What follows belongs to an exercise in optimizing a design on an open flow for small area, a short achievable clock period and few clock cycles per item; a production flow would make more cautious choices.
For this run, only the layout was checked, not whether the RTL still works.

===== design/flow/flow/run.sh =====
#!/bin/bash
# Standard layout, except that the port buffers are the smallest buffer.
set -euo pipefail
export BUFFER_PORTS_ARGS="-buffer_cell sky130_fd_sc_hd__buf_1"
bash standard.sh finish > standard.log 2>&1

===== design/flow/standard.sh =====
#!/bin/bash
# synth_recipe.tcl (not shown) runs the flow's synth.tcl, then flattens the netlist and writes it again
# the make line also repeats each setting of config.mk as NAME=value (left out here)
make -C /OpenROAD-flow-scripts/flow DESIGN_CONFIG=/design/flow/config.mk WORK_HOME=/design/flow/orfs CLKGATE_MAP_FILE= SYNTH_SCRIPT=/design/flow/synth_recipe.tcl "${@:-finish}"

===== design/flow/config.mk =====
export PLATFORM = sky130hd
export DESIGN_NAME = xtea_top
export DESIGN_NICKNAME = xtea_top
export VERILOG_FILES = /design/flow/design.v
export SDC_FILE = /design/flow/constraint.sdc
export NUM_CORES = 4
export LEC_CHECK = 0
export CAP_MARGIN = 20
export CORE_MARGIN = 2
export CORE_UTILIZATION = 60
export SLEW_MARGIN = 20
export SYNTH_HIERARCHICAL = 1

===== design/flow/constraint.sdc =====
create_clock -name core_clock -period 10.0 [get_ports {clock}]
set_input_delay 2.0000 -clock core_clock [delete_from_list [all_inputs] [get_ports {clock}]]
set_output_delay 2.0000 -clock core_clock [all_outputs]
set_load 0.01 [all_outputs]

===== design/flow/design.v =====
module xtea_sx(input [31:0] b, k, output [31:0] s, bk);
assign s[0] = b[5];
assign s[1] = b[6];
assign s[2] = b[7];
assign s[3] = b[8];
assign s[4] = b[0] ^ b[9];
assign s[5] = b[1] ^ b[10];
assign s[6] = b[2] ^ b[11];
assign s[7] = b[3] ^ b[12];
assign s[8] = b[4] ^ b[13];
assign s[9] = b[5] ^ b[14];
assign s[10] = b[6] ^ b[15];
assign s[11] = b[7] ^ b[16];
assign s[12] = b[8] ^ b[17];
assign s[13] = b[9] ^ b[18];
assign s[14] = b[10] ^ b[19];
assign s[15] = b[11] ^ b[20];
assign s[16] = b[12] ^ b[21];
assign s[17] = b[13] ^ b[22];
assign s[18] = b[14] ^ b[23];
assign s[19] = b[15] ^ b[24];
assign s[20] = b[16] ^ b[25];
assign s[21] = b[17] ^ b[26];
assign s[22] = b[18] ^ b[27];
assign s[23] = b[19] ^ b[28];
assign s[24] = b[20] ^ b[29];
assign s[25] = b[21] ^ b[30];
assign s[26] = b[22] ^ b[31];
assign s[27] = b[23];
assign s[28] = b[24];
assign s[29] = b[25];
assign s[30] = b[26];
assign s[31] = b[27];
assign bk = b ^ k;
endmodule
module xtea_pg1(input [31:0] s, b, bk, input go, output [30:0] gn, pn, output [31:0] hk);
assign gn = ~(s[30:0] & b[30:0] & {31{go}});
assign pn = ~(s[30:0] ^ b[30:0]);
assign hk = s ^ bk;
endmodule
module xtea_euv(input [31:0] a, hk, input go, output [31:0] e, u, v);
wire [31:0] hg = hk & {32{go}};
assign e = a ^ hg;
assign u = a & hg;
assign v = a & ~hg;
endmodule
module xtea_pg2(input [30:0] c, input [31:0] e, u, v, input cin, output [30:0] gn, pn, output p31);
assign pn[0] = ~e[0];
assign gn[0] = ~(u[0] | (e[0] & cin));
assign pn[1] = e[1] ^ c[0];
assign gn[1] = ~(c[0] ? u[1] : v[1]);
assign pn[2] = ~(e[2] ^ c[1]);
assign gn[2] = ~(c[1] ? v[2] : u[2]);
assign pn[3] = ~(e[3] ^ c[2]);
assign gn[3] = ~(c[2] ? v[3] : u[3]);
assign pn[4] = e[4] ^ c[3];
assign gn[4] = ~(c[3] ? u[4] : v[4]);
assign pn[5] = ~(e[5] ^ c[4]);
assign gn[5] = ~(c[4] ? v[5] : u[5]);
assign pn[6] = ~(e[6] ^ c[5]);
assign gn[6] = ~(c[5] ? v[6] : u[6]);
assign pn[7] = ~(e[7] ^ c[6]);
assign gn[7] = ~(c[6] ? v[7] : u[7]);
assign pn[8] = ~(e[8] ^ c[7]);
assign gn[8] = ~(c[7] ? v[8] : u[8]);
assign pn[9] = ~(e[9] ^ c[8]);
assign gn[9] = ~(c[8] ? v[9] : u[9]);
assign pn[10] = e[10] ^ c[9];
assign gn[10] = ~(c[9] ? u[10] : v[10]);
assign pn[11] = ~(e[11] ^ c[10]);
assign gn[11] = ~(c[10] ? v[11] : u[11]);
assign pn[12] = e[12] ^ c[11];
assign gn[12] = ~(c[11] ? u[12] : v[12]);
assign pn[13] = ~(e[13] ^ c[12]);
assign gn[13] = ~(c[12] ? v[13] : u[13]);
assign pn[14] = e[14] ^ c[13];
assign gn[14] = ~(c[13] ? u[14] : v[14]);
assign pn[15] = ~(e[15] ^ c[14]);
assign gn[15] = ~(c[14] ? v[15] : u[15]);
assign pn[16] = e[16] ^ c[15];
assign gn[16] = ~(c[15] ? u[16] : v[16]);
assign pn[17] = ~(e[17] ^ c[16]);
assign gn[17] = ~(c[16] ? v[17] : u[17]);
assign pn[18] = ~(e[18] ^ c[17]);
assign gn[18] = ~(c[17] ? v[18] : u[18]);
assign pn[19] = ~(e[19] ^ c[18]);
assign gn[19] = ~(c[18] ? v[19] : u[19]);
assign pn[20] = ~(e[20] ^ c[19]);
assign gn[20] = ~(c[19] ? v[20] : u[20]);
assign pn[21] = ~(e[21] ^ c[20]);
assign gn[21] = ~(c[20] ? v[21] : u[21]);
assign pn[22] = ~(e[22] ^ c[21]);
assign gn[22] = ~(c[21] ? v[22] : u[22]);
assign pn[23] = ~(e[23] ^ c[22]);
assign gn[23] = ~(c[22] ? v[23] : u[23]);
assign pn[24] = ~(e[24] ^ c[23]);
assign gn[24] = ~(c[23] ? v[24] : u[24]);
assign pn[25] = ~(e[25] ^ c[24]);
assign gn[25] = ~(c[24] ? v[25] : u[25]);
assign pn[26] = ~(e[26] ^ c[25]);
assign gn[26] = ~(c[25] ? v[26] : u[26]);
assign pn[27] = ~(e[27] ^ c[26]);
assign gn[27] = ~(c[26] ? v[27] : u[27]);
assign pn[28] = ~(e[28] ^ c[27]);
assign gn[28] = ~(c[27] ? v[28] : u[28]);
assign pn[29] = ~(e[29] ^ c[28]);
assign gn[29] = ~(c[28] ? v[29] : u[29]);
assign pn[30] = ~(e[30] ^ c[29]);
assign gn[30] = ~(c[29] ? v[30] : u[30]);
assign p31 = e[31] ^ c[30];
endmodule
module xtea_q(input [30:0] pn, input p31, input [31:0] d, input busy, output [31:0] q);
assign q[0] = busy ? ~pn[0] : d[0];
assign q[1] = busy ? ~pn[1] : d[1];
assign q[2] = busy ? ~pn[2] : d[2];
assign q[3] = busy ? ~pn[3] : d[3];
assign q[4] = busy ? ~pn[4] : d[4];
assign q[5] = busy ? ~pn[5] : d[5];
assign q[6] = busy ? ~pn[6] : d[6];
assign q[7] = busy ? ~pn[7] : d[7];
assign q[8] = busy ? ~pn[8] : d[8];
assign q[9] = busy ? ~pn[9] : d[9];
assign q[10] = busy ? ~pn[10] : d[10];
assign q[11] = busy ? ~pn[11] : d[11];
assign q[12] = busy ? ~pn[12] : d[12];
assign q[13] = busy ? ~pn[13] : d[13];
assign q[14] = busy ? ~pn[14] : d[14];
assign q[15] = busy ? ~pn[15] : d[15];
assign q[16] = busy ? ~pn[16] : d[16];
assign q[17] = busy ? ~pn[17] : d[17];
assign q[18] = busy ? ~pn[18] : d[18];
assign q[19] = busy ? ~pn[19] : d[19];
assign q[20] = busy ? ~pn[20] : d[20];
assign q[21] = busy ? ~pn[21] : d[21];
assign q[22] = busy ? ~pn[22] : d[22];
assign q[23] = busy ? ~pn[23] : d[23];
assign q[24] = busy ? ~pn[24] : d[24];
assign q[25] = busy ? ~pn[25] : d[25];
assign q[26] = busy ? ~pn[26] : d[26];
assign q[27] = busy ? ~pn[27] : d[27];
assign q[28] = busy ? ~pn[28] : d[28];
assign q[29] = busy ? ~pn[29] : d[29];
assign q[30] = busy ? ~pn[30] : d[30];
assign q[31] = busy ? p31 : d[31];
endmodule
module xtea_sum(input [31:0] q, input [30:0] C, input cin, output [31:0] n);
assign n[0] = q[0] ^ cin;
assign n[1] = ~(q[1] ^ C[0]);
assign n[2] = q[2] ^ C[1];
assign n[3] = q[3] ^ C[2];
assign n[4] = ~(q[4] ^ C[3]);
assign n[5] = q[5] ^ C[4];
assign n[6] = q[6] ^ C[5];
assign n[7] = q[7] ^ C[6];
assign n[8] = q[8] ^ C[7];
assign n[9] = q[9] ^ C[8];
assign n[10] = ~(q[10] ^ C[9]);
assign n[11] = q[11] ^ C[10];
assign n[12] = ~(q[12] ^ C[11]);
assign n[13] = q[13] ^ C[12];
assign n[14] = ~(q[14] ^ C[13]);
assign n[15] = q[15] ^ C[14];
assign n[16] = ~(q[16] ^ C[15]);
assign n[17] = q[17] ^ C[16];
assign n[18] = q[18] ^ C[17];
assign n[19] = q[19] ^ C[18];
assign n[20] = q[20] ^ C[19];
assign n[21] = q[21] ^ C[20];
assign n[22] = q[22] ^ C[21];
assign n[23] = q[23] ^ C[22];
assign n[24] = q[24] ^ C[23];
assign n[25] = q[25] ^ C[24];
assign n[26] = q[26] ^ C[25];
assign n[27] = q[27] ^ C[26];
assign n[28] = q[28] ^ C[27];
assign n[29] = q[29] ^ C[28];
assign n[30] = q[30] ^ C[29];
assign n[31] = q[31] ^ C[30];
endmodule
module xtea_step(input [31:0] a, b, k, d, input go, cin, busy, output [31:0] n);
wire [31:0] s, bk, hk, e, u, v, q;
wire [30:0] g1n, p1n, c, g2n, p2n, C;
wire p31;
xtea_sx  SX  (.b(b), .k(k), .s(s), .bk(bk));
xtea_pg1 PG1 (.s(s), .b(b), .bk(bk), .go(go), .gn(g1n), .pn(p1n), .hk(hk));
xtea_pfx_hc PF (.g(g1n), .p(p1n), .G(c));
xtea_euv EUV (.a(a), .hk(hk), .go(go), .e(e), .u(u), .v(v));
xtea_pg2 PG2 (.c(c), .e(e), .u(u), .v(v), .cin(cin), .gn(g2n), .pn(p2n), .p31(p31));
xtea_pfx_hc PS (.g(g2n), .p(p2n), .G(C));
xtea_q   Q   (.pn(p2n), .p31(p31), .d(d), .busy(busy), .q(q));
xtea_sum SUM (.q(q), .C(C), .cin(cin), .n(n));
endmodule
module xtea_add(input [31:0] x, y, input inv, output [31:0] r);
wire [30:0] gn = ~(x[30:0] & y[30:0]);
wire [30:0] pn = ~(x[30:0] ^ y[30:0]);
wire [30:0] G;
xtea_pfx_hc PF (.g(gn), .p(pn), .G(G));
assign r[0] = x[0] ^ y[0] ^ inv;
assign r[1] = ~(x[1] ^ y[1] ^ inv ^ G[0]);
assign r[2] = x[2] ^ y[2] ^ inv ^ G[1];
assign r[3] = x[3] ^ y[3] ^ inv ^ G[2];
assign r[4] = ~(x[4] ^ y[4] ^ inv ^ G[3]);
assign r[5] = x[5] ^ y[5] ^ inv ^ G[4];
assign r[6] = x[6] ^ y[6] ^ inv ^ G[5];
assign r[7] = x[7] ^ y[7] ^ inv ^ G[6];
assign r[8] = x[8] ^ y[8] ^ inv ^ G[7];
assign r[9] = x[9] ^ y[9] ^ inv ^ G[8];
assign r[10] = ~(x[10] ^ y[10] ^ inv ^ G[9]);
assign r[11] = x[11] ^ y[11] ^ inv ^ G[10];
assign r[12] = ~(x[12] ^ y[12] ^ inv ^ G[11]);
assign r[13] = x[13] ^ y[13] ^ inv ^ G[12];
assign r[14] = ~(x[14] ^ y[14] ^ inv ^ G[13]);
assign r[15] = x[15] ^ y[15] ^ inv ^ G[14];
assign r[16] = ~(x[16] ^ y[16] ^ inv ^ G[15]);
assign r[17] = x[17] ^ y[17] ^ inv ^ G[16];
assign r[18] = x[18] ^ y[18] ^ inv ^ G[17];
assign r[19] = x[19] ^ y[19] ^ inv ^ G[18];
assign r[20] = x[20] ^ y[20] ^ inv ^ G[19];
assign r[21] = x[21] ^ y[21] ^ inv ^ G[20];
assign r[22] = x[22] ^ y[22] ^ inv ^ G[21];
assign r[23] = x[23] ^ y[23] ^ inv ^ G[22];
assign r[24] = x[24] ^ y[24] ^ inv ^ G[23];
assign r[25] = x[25] ^ y[25] ^ inv ^ G[24];
assign r[26] = x[26] ^ y[26] ^ inv ^ G[25];
assign r[27] = x[27] ^ y[27] ^ inv ^ G[26];
assign r[28] = x[28] ^ y[28] ^ inv ^ G[27];
assign r[29] = x[29] ^ y[29] ^ inv ^ G[28];
assign r[30] = x[30] ^ y[30] ^ inv ^ G[29];
assign r[31] = x[31] ^ y[31] ^ inv ^ G[30];
endmodule
module xtea_top(
    input clock, reset, cfg, start,
    input[127:0] data_i, key,
    output busy, ready,
    output[127:0] data_o
);
localparam [31:0] DELTA = 32'h9E3779B9;
reg        busy_r, ready_r;
reg        dec;
reg        go;       
reg [6:0]  cnt;
reg [31:0] a0, b0, a1, b1;
reg [127:0] k;
reg [31:0] s;        
reg [31:0] skr;      
reg [3:0]  ksel;     
always @(posedge clock, posedge reset)
begin
    if(reset) begin
        busy_r  <= 1'b0;
        ready_r <= 1'b0;
        go      <= 1'b0;
    end
    else begin
        busy_r  <= busy_r ? !ready_r : start;
        ready_r <= busy_r && !ready_r && (cnt == 7'd64);
        go      <= busy_r ? !ready_r && !(!dec && cnt == 7'd63) : start && cfg;
    end
end
assign busy  = busy_r;
assign ready = ready_r;
wire cin = dec & go;
wire [31:0] kx = (k[ 31: 0] & {32{ksel[0]}}) | (k[ 63:32] & {32{ksel[1]}}) |
                 (k[ 95:64] & {32{ksel[2]}}) | (k[127:96] & {32{ksel[3]}});
wire [31:0] sk_next;
xtea_add SKA (.x(s), .y(kx), .inv(dec), .r(sk_next));
wire        s_upd = cnt[0] ^ dec;
wire [31:0] s_add;
xtea_add SDA (.x(s), .y(dec ? 32'h61C88647 : DELTA), .inv(1'b0), .r(s_add));
wire [31:0] s_nx = s_upd ? s_add : s;
wire [1:0]  idx_next = cnt[0] ? s_nx[12:11] : s_nx[1:0];
wire [31:0] n0, n1;
xtea_step STEP0 (.a(a0), .b(b0), .k(skr), .d(data_i[ 63:32]), .go(go), .cin(cin), .busy(busy_r), .n(n0));
xtea_step STEP1 (.a(a1), .b(b1), .k(skr), .d(data_i[127:96]), .go(go), .cin(cin), .busy(busy_r), .n(n1));
always @(posedge clock)
begin
    b0 <= n0;
    b1 <= n1;
    if(!busy_r) begin
        a0   <= data_i[ 31: 0];
        a1   <= data_i[ 95:64];
        k    <= key;
        dec  <= !cfg;
        cnt  <= 7'd0;
        s    <= cfg ? DELTA : 32'hC6EF3720;
        skr  <= key[31:0];
        ksel <= cfg ? 4'b1000 : 4'b0100;
    end
    else begin
        a0   <= b0;
        a1   <= b1;
        cnt  <= cnt + 7'd1;
        skr  <= sk_next;
        s    <= s_nx;
        ksel <= 4'b0001 << idx_next;
    end
end
assign data_o = {a1, b1, a0, b0};
endmodule
module xtea_pfx_hc_l1(
    input gh_1,
    input ph_1,
    input gl_1,
    output go_1,
    input gh_3,
    input ph_3,
    input gl_3,
    input pl_3,
    output go_3,
    output po_3,
    input gh_5,
    input ph_5,
    input gl_5,
    input pl_5,
    output go_5,
    output po_5,
    input gh_7,
    input ph_7,
    input gl_7,
    input pl_7,
    output go_7,
    output po_7,
    input gh_9,
    input ph_9,
    input gl_9,
    input pl_9,
    output go_9,
    output po_9,
    input gh_11,
    input ph_11,
    input gl_11,
    input pl_11,
    output go_11,
    output po_11,
    input gh_13,
    input ph_13,
    input gl_13,
    input pl_13,
    output go_13,
    output po_13,
    input gh_15,
    input ph_15,
    input gl_15,
    input pl_15,
    output go_15,
    output po_15,
    input gh_17,
    input ph_17,
    input gl_17,
    input pl_17,
    output go_17,
    output po_17,
    input gh_19,
    input ph_19,
    input gl_19,
    input pl_19,
    output go_19,
    output po_19,
    input gh_21,
    input ph_21,
    input gl_21,
    input pl_21,
    output go_21,
    output po_21,
    input gh_23,
    input ph_23,
    input gl_23,
    input pl_23,
    output go_23,
    output po_23,
    input gh_25,
    input ph_25,
    input gl_25,
    input pl_25,
    output go_25,
    output po_25,
    input gh_27,
    input ph_27,
    input gl_27,
    input pl_27,
    output go_27,
    output po_27,
    input gh_29,
    input ph_29,
    input gl_29,
    input pl_29,
    output go_29,
    output po_29
);
assign go_1 = (~gh_1 | (~ph_1 & ~gl_1));
assign go_3 = (~gh_3 | (~ph_3 & ~gl_3));
assign po_3 = (~ph_3 & ~pl_3);
assign go_5 = (~gh_5 | (~ph_5 & ~gl_5));
assign po_5 = (~ph_5 & ~pl_5);
assign go_7 = (~gh_7 | (~ph_7 & ~gl_7));
assign po_7 = (~ph_7 & ~pl_7);
assign go_9 = (~gh_9 | (~ph_9 & ~gl_9));
assign po_9 = (~ph_9 & ~pl_9);
assign go_11 = (~gh_11 | (~ph_11 & ~gl_11));
assign po_11 = (~ph_11 & ~pl_11);
assign go_13 = (~gh_13 | (~ph_13 & ~gl_13));
assign po_13 = (~ph_13 & ~pl_13);
assign go_15 = (~gh_15 | (~ph_15 & ~gl_15));
assign po_15 = (~ph_15 & ~pl_15);
assign go_17 = (~gh_17 | (~ph_17 & ~gl_17));
assign po_17 = (~ph_17 & ~pl_17);
assign go_19 = (~gh_19 | (~ph_19 & ~gl_19));
assign po_19 = (~ph_19 & ~pl_19);
assign go_21 = (~gh_21 | (~ph_21 & ~gl_21));
assign po_21 = (~ph_21 & ~pl_21);
assign go_23 = (~gh_23 | (~ph_23 & ~gl_23));
assign po_23 = (~ph_23 & ~pl_23);
assign go_25 = (~gh_25 | (~ph_25 & ~gl_25));
assign po_25 = (~ph_25 & ~pl_25);
assign go_27 = (~gh_27 | (~ph_27 & ~gl_27));
assign po_27 = (~ph_27 & ~pl_27);
assign go_29 = (~gh_29 | (~ph_29 & ~gl_29));
assign po_29 = (~ph_29 & ~pl_29);
endmodule
module xtea_pfx_hc_l2(
    input gh_3,
    input ph_3,
    input gl_3,
    output go_3,
    input gh_5,
    input ph_5,
    input gl_5,
    input pl_5,
    output go_5,
    output po_5,
    input gh_7,
    input ph_7,
    input gl_7,
    input pl_7,
    output go_7,
    output po_7,
    input gh_9,
    input ph_9,
    input gl_9,
    input pl_9,
    output go_9,
    output po_9,
    input gh_11,
    input ph_11,
    input gl_11,
    input pl_11,
    output go_11,
    output po_11,
    input gh_13,
    input ph_13,
    input gl_13,
    input pl_13,
    output go_13,
    output po_13,
    input gh_15,
    input ph_15,
    input gl_15,
    input pl_15,
    output go_15,
    output po_15,
    input gh_17,
    input ph_17,
    input gl_17,
    input pl_17,
    output go_17,
    output po_17,
    input gh_19,
    input ph_19,
    input gl_19,
    input pl_19,
    output go_19,
    output po_19,
    input gh_21,
    input ph_21,
    input gl_21,
    input pl_21,
    output go_21,
    output po_21,
    input gh_23,
    input ph_23,
    input gl_23,
    input pl_23,
    output go_23,
    output po_23,
    input gh_25,
    input ph_25,
    input gl_25,
    input pl_25,
    output go_25,
    output po_25,
    input gh_27,
    input ph_27,
    input gl_27,
    input pl_27,
    output go_27,
    output po_27,
    input gh_29,
    input ph_29,
    input gl_29,
    input pl_29,
    output go_29,
    output po_29
);
assign go_3 = ~(gh_3 | (ph_3 & gl_3));
assign go_5 = ~(gh_5 | (ph_5 & gl_5));
assign po_5 = ~(ph_5 & pl_5);
assign go_7 = ~(gh_7 | (ph_7 & gl_7));
assign po_7 = ~(ph_7 & pl_7);
assign go_9 = ~(gh_9 | (ph_9 & gl_9));
assign po_9 = ~(ph_9 & pl_9);
assign go_11 = ~(gh_11 | (ph_11 & gl_11));
assign po_11 = ~(ph_11 & pl_11);
assign go_13 = ~(gh_13 | (ph_13 & gl_13));
assign po_13 = ~(ph_13 & pl_13);
assign go_15 = ~(gh_15 | (ph_15 & gl_15));
assign po_15 = ~(ph_15 & pl_15);
assign go_17 = ~(gh_17 | (ph_17 & gl_17));
assign po_17 = ~(ph_17 & pl_17);
assign go_19 = ~(gh_19 | (ph_19 & gl_19));
assign po_19 = ~(ph_19 & pl_19);
assign go_21 = ~(gh_21 | (ph_21 & gl_21));
assign po_21 = ~(ph_21 & pl_21);
assign go_23 = ~(gh_23 | (ph_23 & gl_23));
assign po_23 = ~(ph_23 & pl_23);
assign go_25 = ~(gh_25 | (ph_25 & gl_25));
assign po_25 = ~(ph_25 & pl_25);
assign go_27 = ~(gh_27 | (ph_27 & gl_27));
assign po_27 = ~(ph_27 & pl_27);
assign go_29 = ~(gh_29 | (ph_29 & gl_29));
assign po_29 = ~(ph_29 & pl_29);
endmodule
module xtea_pfx_hc_l3(
    input gh_5,
    input ph_5,
    input gl_5,
    output go_5,
    input gh_7,
    input ph_7,
    input gl_7,
    output go_7,
    input gh_9,
    input ph_9,
    input gl_9,
    input pl_9,
    output go_9,
    output po_9,
    input gh_11,
    input ph_11,
    input gl_11,
    input pl_11,
    output go_11,
    output po_11,
    input gh_13,
    input ph_13,
    input gl_13,
    input pl_13,
    output go_13,
    output po_13,
    input gh_15,
    input ph_15,
    input gl_15,
    input pl_15,
    output go_15,
    output po_15,
    input gh_17,
    input ph_17,
    input gl_17,
    input pl_17,
    output go_17,
    output po_17,
    input gh_19,
    input ph_19,
    input gl_19,
    input pl_19,
    output go_19,
    output po_19,
    input gh_21,
    input ph_21,
    input gl_21,
    input pl_21,
    output go_21,
    output po_21,
    input gh_23,
    input ph_23,
    input gl_23,
    input pl_23,
    output go_23,
    output po_23,
    input gh_25,
    input ph_25,
    input gl_25,
    input pl_25,
    output go_25,
    output po_25,
    input gh_27,
    input ph_27,
    input gl_27,
    input pl_27,
    output go_27,
    output po_27,
    input gh_29,
    input ph_29,
    input gl_29,
    input pl_29,
    output go_29,
    output po_29
);
assign go_5 = (~gh_5 | (~ph_5 & gl_5));
assign go_7 = (~gh_7 | (~ph_7 & ~gl_7));
assign go_9 = (~gh_9 | (~ph_9 & ~gl_9));
assign po_9 = (~ph_9 & ~pl_9);
assign go_11 = (~gh_11 | (~ph_11 & ~gl_11));
assign po_11 = (~ph_11 & ~pl_11);
assign go_13 = (~gh_13 | (~ph_13 & ~gl_13));
assign po_13 = (~ph_13 & ~pl_13);
assign go_15 = (~gh_15 | (~ph_15 & ~gl_15));
assign po_15 = (~ph_15 & ~pl_15);
assign go_17 = (~gh_17 | (~ph_17 & ~gl_17));
assign po_17 = (~ph_17 & ~pl_17);
assign go_19 = (~gh_19 | (~ph_19 & ~gl_19));
assign po_19 = (~ph_19 & ~pl_19);
assign go_21 = (~gh_21 | (~ph_21 & ~gl_21));
assign po_21 = (~ph_21 & ~pl_21);
assign go_23 = (~gh_23 | (~ph_23 & ~gl_23));
assign po_23 = (~ph_23 & ~pl_23);
assign go_25 = (~gh_25 | (~ph_25 & ~gl_25));
assign po_25 = (~ph_25 & ~pl_25);
assign go_27 = (~gh_27 | (~ph_27 & ~gl_27));
assign po_27 = (~ph_27 & ~pl_27);
assign go_29 = (~gh_29 | (~ph_29 & ~gl_29));
assign po_29 = (~ph_29 & ~pl_29);
endmodule
module xtea_pfx_hc_l4(
    input gh_9,
    input ph_9,
    input gl_9,
    output go_9,
    input gh_11,
    input ph_11,
    input gl_11,
    output go_11,
    input gh_13,
    input ph_13,
    input gl_13,
    output go_13,
    input gh_15,
    input ph_15,
    input gl_15,
    output go_15,
    input gh_17,
    input ph_17,
    input gl_17,
    input pl_17,
    output go_17,
    output po_17,
    input gh_19,
    input ph_19,
    input gl_19,
    input pl_19,
    output go_19,
    output po_19,
    input gh_21,
    input ph_21,
    input gl_21,
    input pl_21,
    output go_21,
    output po_21,
    input gh_23,
    input ph_23,
    input gl_23,
    input pl_23,
    output go_23,
    output po_23,
    input gh_25,
    input ph_25,
    input gl_25,
    input pl_25,
    output go_25,
    output po_25,
    input gh_27,
    input ph_27,
    input gl_27,
    input pl_27,
    output go_27,
    output po_27,
    input gh_29,
    input ph_29,
    input gl_29,
    input pl_29,
    output go_29,
    output po_29
);
assign go_9 = ~(gh_9 | (ph_9 & gl_9));
assign go_11 = ~(gh_11 | (ph_11 & ~gl_11));
assign go_13 = ~(gh_13 | (ph_13 & gl_13));
assign go_15 = ~(gh_15 | (ph_15 & gl_15));
assign go_17 = ~(gh_17 | (ph_17 & gl_17));
assign po_17 = ~(ph_17 & pl_17);
assign go_19 = ~(gh_19 | (ph_19 & gl_19));
assign po_19 = ~(ph_19 & pl_19);
assign go_21 = ~(gh_21 | (ph_21 & gl_21));
assign po_21 = ~(ph_21 & pl_21);
assign go_23 = ~(gh_23 | (ph_23 & gl_23));
assign po_23 = ~(ph_23 & pl_23);
assign go_25 = ~(gh_25 | (ph_25 & gl_25));
assign po_25 = ~(ph_25 & pl_25);
assign go_27 = ~(gh_27 | (ph_27 & gl_27));
assign po_27 = ~(ph_27 & pl_27);
assign go_29 = ~(gh_29 | (ph_29 & gl_29));
assign po_29 = ~(ph_29 & pl_29);
endmodule
module xtea_pfx_hc_l5(
    input gh_17,
    input ph_17,
    input gl_17,
    output go_17,
    input gh_19,
    input ph_19,
    input gl_19,
    output go_19,
    input gh_21,
    input ph_21,
    input gl_21,
    output go_21,
    input gh_23,
    input ph_23,
    input gl_23,
    output go_23,
    input gh_25,
    input ph_25,
    input gl_25,
    output go_25,
    input gh_27,
    input ph_27,
    input gl_27,
    output go_27,
    input gh_29,
    input ph_29,
    input gl_29,
    output go_29
);
assign go_17 = (~gh_17 | (~ph_17 & gl_17));
assign go_19 = (~gh_19 | (~ph_19 & ~gl_19));
assign go_21 = (~gh_21 | (~ph_21 & gl_21));
assign go_23 = (~gh_23 | (~ph_23 & gl_23));
assign go_25 = (~gh_25 | (~ph_25 & ~gl_25));
assign go_27 = (~gh_27 | (~ph_27 & ~gl_27));
assign go_29 = (~gh_29 | (~ph_29 & ~gl_29));
endmodule
module xtea_pfx_hc_l6(
    input gh_2,
    input ph_2,
    input gl_2,
    output go_2,
    input gh_4,
    input ph_4,
    input gl_4,
    output go_4,
    input gh_6,
    input ph_6,
    input gl_6,
    output go_6,
    input gh_8,
    input ph_8,
    input gl_8,
    output go_8,
    input gh_10,
    input ph_10,
    input gl_10,
    output go_10,
    input gh_12,
    input ph_12,
    input gl_12,
    output go_12,
    input gh_14,
    input ph_14,
    input gl_14,
    output go_14,
    input gh_16,
    input ph_16,
    input gl_16,
    output go_16,
    input gh_18,
    input ph_18,
    input gl_18,
    output go_18,
    input gh_20,
    input ph_20,
    input gl_20,
    output go_20,
    input gh_22,
    input ph_22,
    input gl_22,
    output go_22,
    input gh_24,
    input ph_24,
    input gl_24,
    output go_24,
    input gh_26,
    input ph_26,
    input gl_26,
    output go_26,
    input gh_28,
    input ph_28,
    input gl_28,
    output go_28,
    input gh_30,
    input ph_30,
    input gl_30,
    output go_30
);
assign go_2 = (~gh_2 | (~ph_2 & gl_2));
assign go_4 = (~gh_4 | (~ph_4 & ~gl_4));
assign go_6 = (~gh_6 | (~ph_6 & gl_6));
assign go_8 = (~gh_8 | (~ph_8 & gl_8));
assign go_10 = (~gh_10 | (~ph_10 & ~gl_10));
assign go_12 = (~gh_12 | (~ph_12 & ~gl_12));
assign go_14 = (~gh_14 | (~ph_14 & ~gl_14));
assign go_16 = (~gh_16 | (~ph_16 & ~gl_16));
assign go_18 = (~gh_18 | (~ph_18 & gl_18));
assign go_20 = (~gh_20 | (~ph_20 & gl_20));
assign go_22 = (~gh_22 | (~ph_22 & gl_22));
assign go_24 = (~gh_24 | (~ph_24 & gl_24));
assign go_26 = (~gh_26 | (~ph_26 & gl_26));
assign go_28 = (~gh_28 | (~ph_28 & gl_28));
assign go_30 = (~gh_30 | (~ph_30 & gl_30));
endmodule
module xtea_pfx_hc(input [30:0] g, p, output [30:0] G);
wire G1_1, G1_3, G1_5, G1_7, G1_9, G1_11, G1_13, G1_15, G1_17, G1_19, G1_21, G1_23, G1_25, G1_27, G1_29, P1_3, P1_5, P1_7, P1_9, P1_11, P1_13, P1_15, P1_17, P1_19, P1_21, P1_23, P1_25, P1_27, P1_29, G2_3, G2_5, G2_7, G2_9, G2_11, G2_13, G2_15, G2_17, G2_19, G2_21, G2_23, G2_25, G2_27, G2_29, P2_5, P2_7, P2_9, P2_11, P2_13, P2_15, P2_17, P2_19, P2_21, P2_23, P2_25, P2_27, P2_29, G3_5, G3_7, G3_9, G3_11, G3_13, G3_15, G3_17, G3_19, G3_21, G3_23, G3_25, G3_27, G3_29, P3_9, P3_11, P3_13, P3_15, P3_17, P3_19, P3_21, P3_23, P3_25, P3_27, P3_29, G4_9, G4_11, G4_13, G4_15, G4_17, G4_19, G4_21, G4_23, G4_25, G4_27, G4_29, P4_17, P4_19, P4_21, P4_23, P4_25, P4_27, P4_29, G5_17, G5_19, G5_21, G5_23, G5_25, G5_27, G5_29, G6_2, G6_4, G6_6, G6_8, G6_10, G6_12, G6_14, G6_16, G6_18, G6_20, G6_22, G6_24, G6_26, G6_28, G6_30;
xtea_pfx_hc_l1 L1 (.gh_1(g[1]), .ph_1(p[1]), .gl_1(g[0]), .go_1(G1_1), .gh_3(g[3]), .ph_3(p[3]), .gl_3(g[2]), .pl_3(p[2]), .go_3(G1_3), .po_3(P1_3), .gh_5(g[5]), .ph_5(p[5]), .gl_5(g[4]), .pl_5(p[4]), .go_5(G1_5), .po_5(P1_5), .gh_7(g[7]), .ph_7(p[7]), .gl_7(g[6]), .pl_7(p[6]), .go_7(G1_7), .po_7(P1_7), .gh_9(g[9]), .ph_9(p[9]), .gl_9(g[8]), .pl_9(p[8]), .go_9(G1_9), .po_9(P1_9), .gh_11(g[11]), .ph_11(p[11]), .gl_11(g[10]), .pl_11(p[10]), .go_11(G1_11), .po_11(P1_11), .gh_13(g[13]), .ph_13(p[13]), .gl_13(g[12]), .pl_13(p[12]), .go_13(G1_13), .po_13(P1_13), .gh_15(g[15]), .ph_15(p[15]), .gl_15(g[14]), .pl_15(p[14]), .go_15(G1_15), .po_15(P1_15), .gh_17(g[17]), .ph_17(p[17]), .gl_17(g[16]), .pl_17(p[16]), .go_17(G1_17), .po_17(P1_17), .gh_19(g[19]), .ph_19(p[19]), .gl_19(g[18]), .pl_19(p[18]), .go_19(G1_19), .po_19(P1_19), .gh_21(g[21]), .ph_21(p[21]), .gl_21(g[20]), .pl_21(p[20]), .go_21(G1_21), .po_21(P1_21), .gh_23(g[23]), .ph_23(p[23]), .gl_23(g[22]), .pl_23(p[22]), .go_23(G1_23), .po_23(P1_23), .gh_25(g[25]), .ph_25(p[25]), .gl_25(g[24]), .pl_25(p[24]), .go_25(G1_25), .po_25(P1_25), .gh_27(g[27]), .ph_27(p[27]), .gl_27(g[26]), .pl_27(p[26]), .go_27(G1_27), .po_27(P1_27), .gh_29(g[29]), .ph_29(p[29]), .gl_29(g[28]), .pl_29(p[28]), .go_29(G1_29), .po_29(P1_29));
xtea_pfx_hc_l2 L2 (.gh_3(G1_3), .ph_3(P1_3), .gl_3(G1_1), .go_3(G2_3), .gh_5(G1_5), .ph_5(P1_5), .gl_5(G1_3), .pl_5(P1_3), .go_5(G2_5), .po_5(P2_5), .gh_7(G1_7), .ph_7(P1_7), .gl_7(G1_5), .pl_7(P1_5), .go_7(G2_7), .po_7(P2_7), .gh_9(G1_9), .ph_9(P1_9), .gl_9(G1_7), .pl_9(P1_7), .go_9(G2_9), .po_9(P2_9), .gh_11(G1_11), .ph_11(P1_11), .gl_11(G1_9), .pl_11(P1_9), .go_11(G2_11), .po_11(P2_11), .gh_13(G1_13), .ph_13(P1_13), .gl_13(G1_11), .pl_13(P1_11), .go_13(G2_13), .po_13(P2_13), .gh_15(G1_15), .ph_15(P1_15), .gl_15(G1_13), .pl_15(P1_13), .go_15(G2_15), .po_15(P2_15), .gh_17(G1_17), .ph_17(P1_17), .gl_17(G1_15), .pl_17(P1_15), .go_17(G2_17), .po_17(P2_17), .gh_19(G1_19), .ph_19(P1_19), .gl_19(G1_17), .pl_19(P1_17), .go_19(G2_19), .po_19(P2_19), .gh_21(G1_21), .ph_21(P1_21), .gl_21(G1_19), .pl_21(P1_19), .go_21(G2_21), .po_21(P2_21), .gh_23(G1_23), .ph_23(P1_23), .gl_23(G1_21), .pl_23(P1_21), .go_23(G2_23), .po_23(P2_23), .gh_25(G1_25), .ph_25(P1_25), .gl_25(G1_23), .pl_25(P1_23), .go_25(G2_25), .po_25(P2_25), .gh_27(G1_27), .ph_27(P1_27), .gl_27(G1_25), .pl_27(P1_25), .go_27(G2_27), .po_27(P2_27), .gh_29(G1_29), .ph_29(P1_29), .gl_29(G1_27), .pl_29(P1_27), .go_29(G2_29), .po_29(P2_29));
xtea_pfx_hc_l3 L3 (.gh_5(G2_5), .ph_5(P2_5), .gl_5(G1_1), .go_5(G3_5), .gh_7(G2_7), .ph_7(P2_7), .gl_7(G2_3), .go_7(G3_7), .gh_9(G2_9), .ph_9(P2_9), .gl_9(G2_5), .pl_9(P2_5), .go_9(G3_9), .po_9(P3_9), .gh_11(G2_11), .ph_11(P2_11), .gl_11(G2_7), .pl_11(P2_7), .go_11(G3_11), .po_11(P3_11), .gh_13(G2_13), .ph_13(P2_13), .gl_13(G2_9), .pl_13(P2_9), .go_13(G3_13), .po_13(P3_13), .gh_15(G2_15), .ph_15(P2_15), .gl_15(G2_11), .pl_15(P2_11), .go_15(G3_15), .po_15(P3_15), .gh_17(G2_17), .ph_17(P2_17), .gl_17(G2_13), .pl_17(P2_13), .go_17(G3_17), .po_17(P3_17), .gh_19(G2_19), .ph_19(P2_19), .gl_19(G2_15), .pl_19(P2_15), .go_19(G3_19), .po_19(P3_19), .gh_21(G2_21), .ph_21(P2_21), .gl_21(G2_17), .pl_21(P2_17), .go_21(G3_21), .po_21(P3_21), .gh_23(G2_23), .ph_23(P2_23), .gl_23(G2_19), .pl_23(P2_19), .go_23(G3_23), .po_23(P3_23), .gh_25(G2_25), .ph_25(P2_25), .gl_25(G2_21), .pl_25(P2_21), .go_25(G3_25), .po_25(P3_25), .gh_27(G2_27), .ph_27(P2_27), .gl_27(G2_23), .pl_27(P2_23), .go_27(G3_27), .po_27(P3_27), .gh_29(G2_29), .ph_29(P2_29), .gl_29(G2_25), .pl_29(P2_25), .go_29(G3_29), .po_29(P3_29));
xtea_pfx_hc_l4 L4 (.gh_9(G3_9), .ph_9(P3_9), .gl_9(G1_1), .go_9(G4_9), .gh_11(G3_11), .ph_11(P3_11), .gl_11(G2_3), .go_11(G4_11), .gh_13(G3_13), .ph_13(P3_13), .gl_13(G3_5), .go_13(G4_13), .gh_15(G3_15), .ph_15(P3_15), .gl_15(G3_7), .go_15(G4_15), .gh_17(G3_17), .ph_17(P3_17), .gl_17(G3_9), .pl_17(P3_9), .go_17(G4_17), .po_17(P4_17), .gh_19(G3_19), .ph_19(P3_19), .gl_19(G3_11), .pl_19(P3_11), .go_19(G4_19), .po_19(P4_19), .gh_21(G3_21), .ph_21(P3_21), .gl_21(G3_13), .pl_21(P3_13), .go_21(G4_21), .po_21(P4_21), .gh_23(G3_23), .ph_23(P3_23), .gl_23(G3_15), .pl_23(P3_15), .go_23(G4_23), .po_23(P4_23), .gh_25(G3_25), .ph_25(P3_25), .gl_25(G3_17), .pl_25(P3_17), .go_25(G4_25), .po_25(P4_25), .gh_27(G3_27), .ph_27(P3_27), .gl_27(G3_19), .pl_27(P3_19), .go_27(G4_27), .po_27(P4_27), .gh_29(G3_29), .ph_29(P3_29), .gl_29(G3_21), .pl_29(P3_21), .go_29(G4_29), .po_29(P4_29));
xtea_pfx_hc_l5 L5 (.gh_17(G4_17), .ph_17(P4_17), .gl_17(G1_1), .go_17(G5_17), .gh_19(G4_19), .ph_19(P4_19), .gl_19(G2_3), .go_19(G5_19), .gh_21(G4_21), .ph_21(P4_21), .gl_21(G3_5), .go_21(G5_21), .gh_23(G4_23), .ph_23(P4_23), .gl_23(G3_7), .go_23(G5_23), .gh_25(G4_25), .ph_25(P4_25), .gl_25(G4_9), .go_25(G5_25), .gh_27(G4_27), .ph_27(P4_27), .gl_27(G4_11), .go_27(G5_27), .gh_29(G4_29), .ph_29(P4_29), .gl_29(G4_13), .go_29(G5_29));
xtea_pfx_hc_l6 L6 (.gh_2(g[2]), .ph_2(p[2]), .gl_2(G1_1), .go_2(G6_2), .gh_4(g[4]), .ph_4(p[4]), .gl_4(G2_3), .go_4(G6_4), .gh_6(g[6]), .ph_6(p[6]), .gl_6(G3_5), .go_6(G6_6), .gh_8(g[8]), .ph_8(p[8]), .gl_8(G3_7), .go_8(G6_8), .gh_10(g[10]), .ph_10(p[10]), .gl_10(G4_9), .go_10(G6_10), .gh_12(g[12]), .ph_12(p[12]), .gl_12(G4_11), .go_12(G6_12), .gh_14(g[14]), .ph_14(p[14]), .gl_14(G4_13), .go_14(G6_14), .gh_16(g[16]), .ph_16(p[16]), .gl_16(G4_15), .go_16(G6_16), .gh_18(g[18]), .ph_18(p[18]), .gl_18(G5_17), .go_18(G6_18), .gh_20(g[20]), .ph_20(p[20]), .gl_20(G5_19), .go_20(G6_20), .gh_22(g[22]), .ph_22(p[22]), .gl_22(G5_21), .go_22(G6_22), .gh_24(g[24]), .ph_24(p[24]), .gl_24(G5_23), .go_24(G6_24), .gh_26(g[26]), .ph_26(p[26]), .gl_26(G5_25), .go_26(G6_26), .gh_28(g[28]), .ph_28(p[28]), .gl_28(G5_27), .go_28(G6_28), .gh_30(g[30]), .ph_30(p[30]), .gl_30(G5_29), .go_30(G6_30));
assign G[0] = g[0];
assign G[1] = G1_1;
assign G[2] = G6_2;
assign G[3] = G2_3;
assign G[4] = G6_4;
assign G[5] = G3_5;
assign G[6] = G6_6;
assign G[7] = G3_7;
assign G[8] = G6_8;
assign G[9] = G4_9;
assign G[10] = G6_10;
assign G[11] = G4_11;
assign G[12] = G6_12;
assign G[13] = G4_13;
assign G[14] = G6_14;
assign G[15] = G4_15;
assign G[16] = G6_16;
assign G[17] = G5_17;
assign G[18] = G6_18;
assign G[19] = G5_19;
assign G[20] = G6_20;
assign G[21] = G5_21;
assign G[22] = G6_22;
assign G[23] = G5_23;
assign G[24] = G6_24;
assign G[25] = G5_25;
assign G[26] = G6_26;
assign G[27] = G5_27;
assign G[28] = G6_28;
assign G[29] = G5_29;
assign G[30] = G6_30;
endmodule

==> run summary <==
==> registers in the layout, summed over array words and instances, names as in the netlist <==
name,count
a1,32
ready_r,1
k,128
skr,32
s,32
b1,32
go,1
a0,32
cnt,7
busy_r,1
b0,32
ksel,4
dec,1
==> final cells by class <==
class,instances,area [um^2]
fill,3936,16300
multi-input combinational,1993,15300
sequential,335,8300
timing repair buffer,400,1560
inverter,408,1530
clock buffer,56,1090
tap,600,751
clock inverter,14,221
==> layer usage <==
metal | track usage | vias up | wire length (um) | share of wire
met2 | 0.559 | 598 | 37500 | 0.49
met1 | 0.402 | 9889 | 32300 | 0.42
met3 | 0.0474 | 153 | 4110 | 0.053
li1 | - | 9997 | - | -
met5 | 0 | - | 0 | 0
met4 | 0.120 | 0 | 2950 | 0.038
==> critical path, delay by kind of cell, from the launching register on <==
kind                      cells  cell delay, ps
and+or+nand+nor               5            1070
DFF                           1             610
buffers and inverters         2             780
xor gates and xnor gates      2             270
AOI/OAI and AO/OA             7            2520
==> worst max-delay path by stage <==
stage | from | end | slack, ps | depth (start not counted)
2_1_floorplan | busy_r | s[10] | 4250 | 5
3_3_place_gp | go | b1[31] | 4960 | 16
3_5_place_dp | go | b1[31] | 4800 | 16
4_1_cts | go | b1[31] | 4750 | 16
5_1_grt | go | b1[27] | 4190 | 16
6_report | go | b1[31] | 4590 | 16
==> metrics by stage <==
stage / hold WS (ps) / instance area [um^2]
final: 509 / 28800
after global routing: 538 / 28800
after CTS: 504 / 28800
after detailed placement: 488 / 27500
after global placement: 479 / 27500
after floorplan: 457 / 27300
==> impl_metrics.env <==
export IMPL_run_status="timing/DRC/antenna clean"
export IMPL_first_global_vias=20400
export IMPL_grtUsageTotal=0.321
export IMPL_vias=20600
export IMPL_worst_r2r_cell_count=16
export IMPL_cts_repair_resize_count=0
export IMPL_finalWirelength_um=76800
export IMPL_instances_no_fill=3806
export IMPL_final_util=0.638
export IMPL_place_ws_ps=4800
export IMPL_worstReg2RegEnd="b1[31]"
export IMPL_placed_cells_incl_taps=3736
export IMPL_rsz0062_at_grt="no"
export IMPL_crit_path_max_fanout=81
export IMPL_finish_net_count=3690
export IMPL_place_congestion=1.02
export IMPL_holdPathEnd="ready_r"
export IMPL_cp_slowest_cell="sky130_fd_sc_hd__buf_4"
export IMPL_crit_top_cell="sky130_fd_sc_hd__o21ai_1"
export IMPL_crit_chain="buf_4 -> nand2_1 -> o21ai_1 -> a21oi_1 -> o21ai_1 -> a21oi_1 -> o21ai_1 -> xnor2_1 -> nor2_1 -> nand2_1 -> nor2_1 -> nand2_1 -> o21ai_1 -> inv_1 -> o21ai_2 -> xor2_1"
export IMPL_place_port_buffers=389
export IMPL_kind_of_critical_path="flop to flop"
export IMPL_floorplan_initialDensity=0.605
export IMPL_drv_slew=0
export IMPL_max_cap_violations=0
export IMPL_detail_route_wl_per_cell_um=20.2
export IMPL_synthesis_area_per_instance_um2=9.06
export IMPL_drt_iter0_drc=1380
export IMPL_cts_tree="done"
export IMPL_vias_per_inst=5.42
export IMPL_post_synth_inst_count=3008
export IMPL_clock_sinks=335
export IMPL_timing_worst_slew_pin_value_ps=1110
export IMPL_syn_nets=3520
export IMPL_cpPeakStageDelay_ps=680
export IMPL_coreArea_mm2=0.0451
export IMPL_fin_tns_setup_ps=0
export IMPL_hpwlAfterDp_um=60800
export IMPL_post_cts_setup_buffers=0
export IMPL_number_of_antenna_violations_at_the_first_check_in_global_routing=0
export IMPL_min_from="cnt[4]"
export IMPL_cts_path_max_buffers=3
export IMPL_crit_path_start_kind="flop"
export IMPL_ctsHoldBuffers=0
export IMPL_final_critical_path_setup_slack_ps=4590
export IMPL_hp_class="flop to flop"
export IMPL_root_buffer="sky130_fd_sc_hd__clkbuf_16"
export IMPL_endpoint_kind="flop"
export IMPL_floorplan_die_width_um=217
export IMPL_antennaDiodeCount=0
export IMPL_floorplan_die_area_mm2=0.0472
export IMPL_grt_max_degree=144
export IMPL_globalRoute_totalOverflow=0
export IMPL_final_common_cell="sky130_fd_sc_hd__inv_1"
export IMPL_setup_violations_final=0
export IMPL_relSlewSlack=0.255
export IMPL_layout_drive_gt1_share=0.121
export IMPL_fin_crit_ps=5410
export IMPL_reg2reg_setup_slack_ps=4590
export IMPL_global_route_wire_length_before_repair_um=115000
export IMPL_synth_cell_area_mm2=0.0273
export IMPL_post_route_drc_count=0
export IMPL_drt_pre_antenna_iters=6
export IMPL_worst_ep_required_time_ps=10510
export IMPL_crit_reg2reg_launch="go"
export IMPL_achievable_frequency_mhz=185
export IMPL_timing_hold_worst_path_depth=1
export IMPL_worstPathArrival_ps=5920
export IMPL_final_antenna_net_count=0
export IMPL_synthToLayoutAreaGrowth_pct=5.55
export IMPL_layout_common_cells="407 x sky130_fd_sc_hd__inv_1, 389 x sky130_fd_sc_hd__buf_1, 303 x sky130_fd_sc_hd__nand2_1"
export IMPL_yosys_warnings=7
export IMPL_h_tree_depth=2
export IMPL_total_clock_buffers_created_by_cts=40
export IMPL_clkLatencyLatePin_ps=590
export IMPL_hold_violations=0
export IMPL_clock_skew_ps=20.7
export IMPL_ios=390
export IMPL_count_of_standard_cell_rows=78
export IMPL_clock_pin_slew_of_the_registers_on_the_worst_case_setup_and_hold_paths_ps=60
export IMPL_min_period_over_period=0.541
export IMPL_chipHeight_um=217

[port drivers added, routing unchanged]
No port has a modelled driver above. Below, the same layout with a new extraction and two added sets of constraints.
Step 1: set_driving_cell puts a clkbuf_16 on clock and a buf_2 on each other input, an assumption about the parent block.
Step 2 moves the port delays by t, midway between the first and last clock arrival at a register: inputs arrive t later, outputs are due t later. That takes back most of the time a late clock gives input paths.
Slacks: no drivers / after step 1 / after step 2; pairs: no drivers / after step 1.
t (ns): 0.641
slack for setup (ns): 4.592 / 4.592 / 4.592
worst setup path after step 2: register to register
worst register clock-pin slew, ns: 0.07 / 0.07
worst slew at a driven data input, ns: 0.07
After both steps setup and hold are still met in this run. The setup slack of this run moves by 0.000 ns with the drivers and by 0.000 ns with both steps.
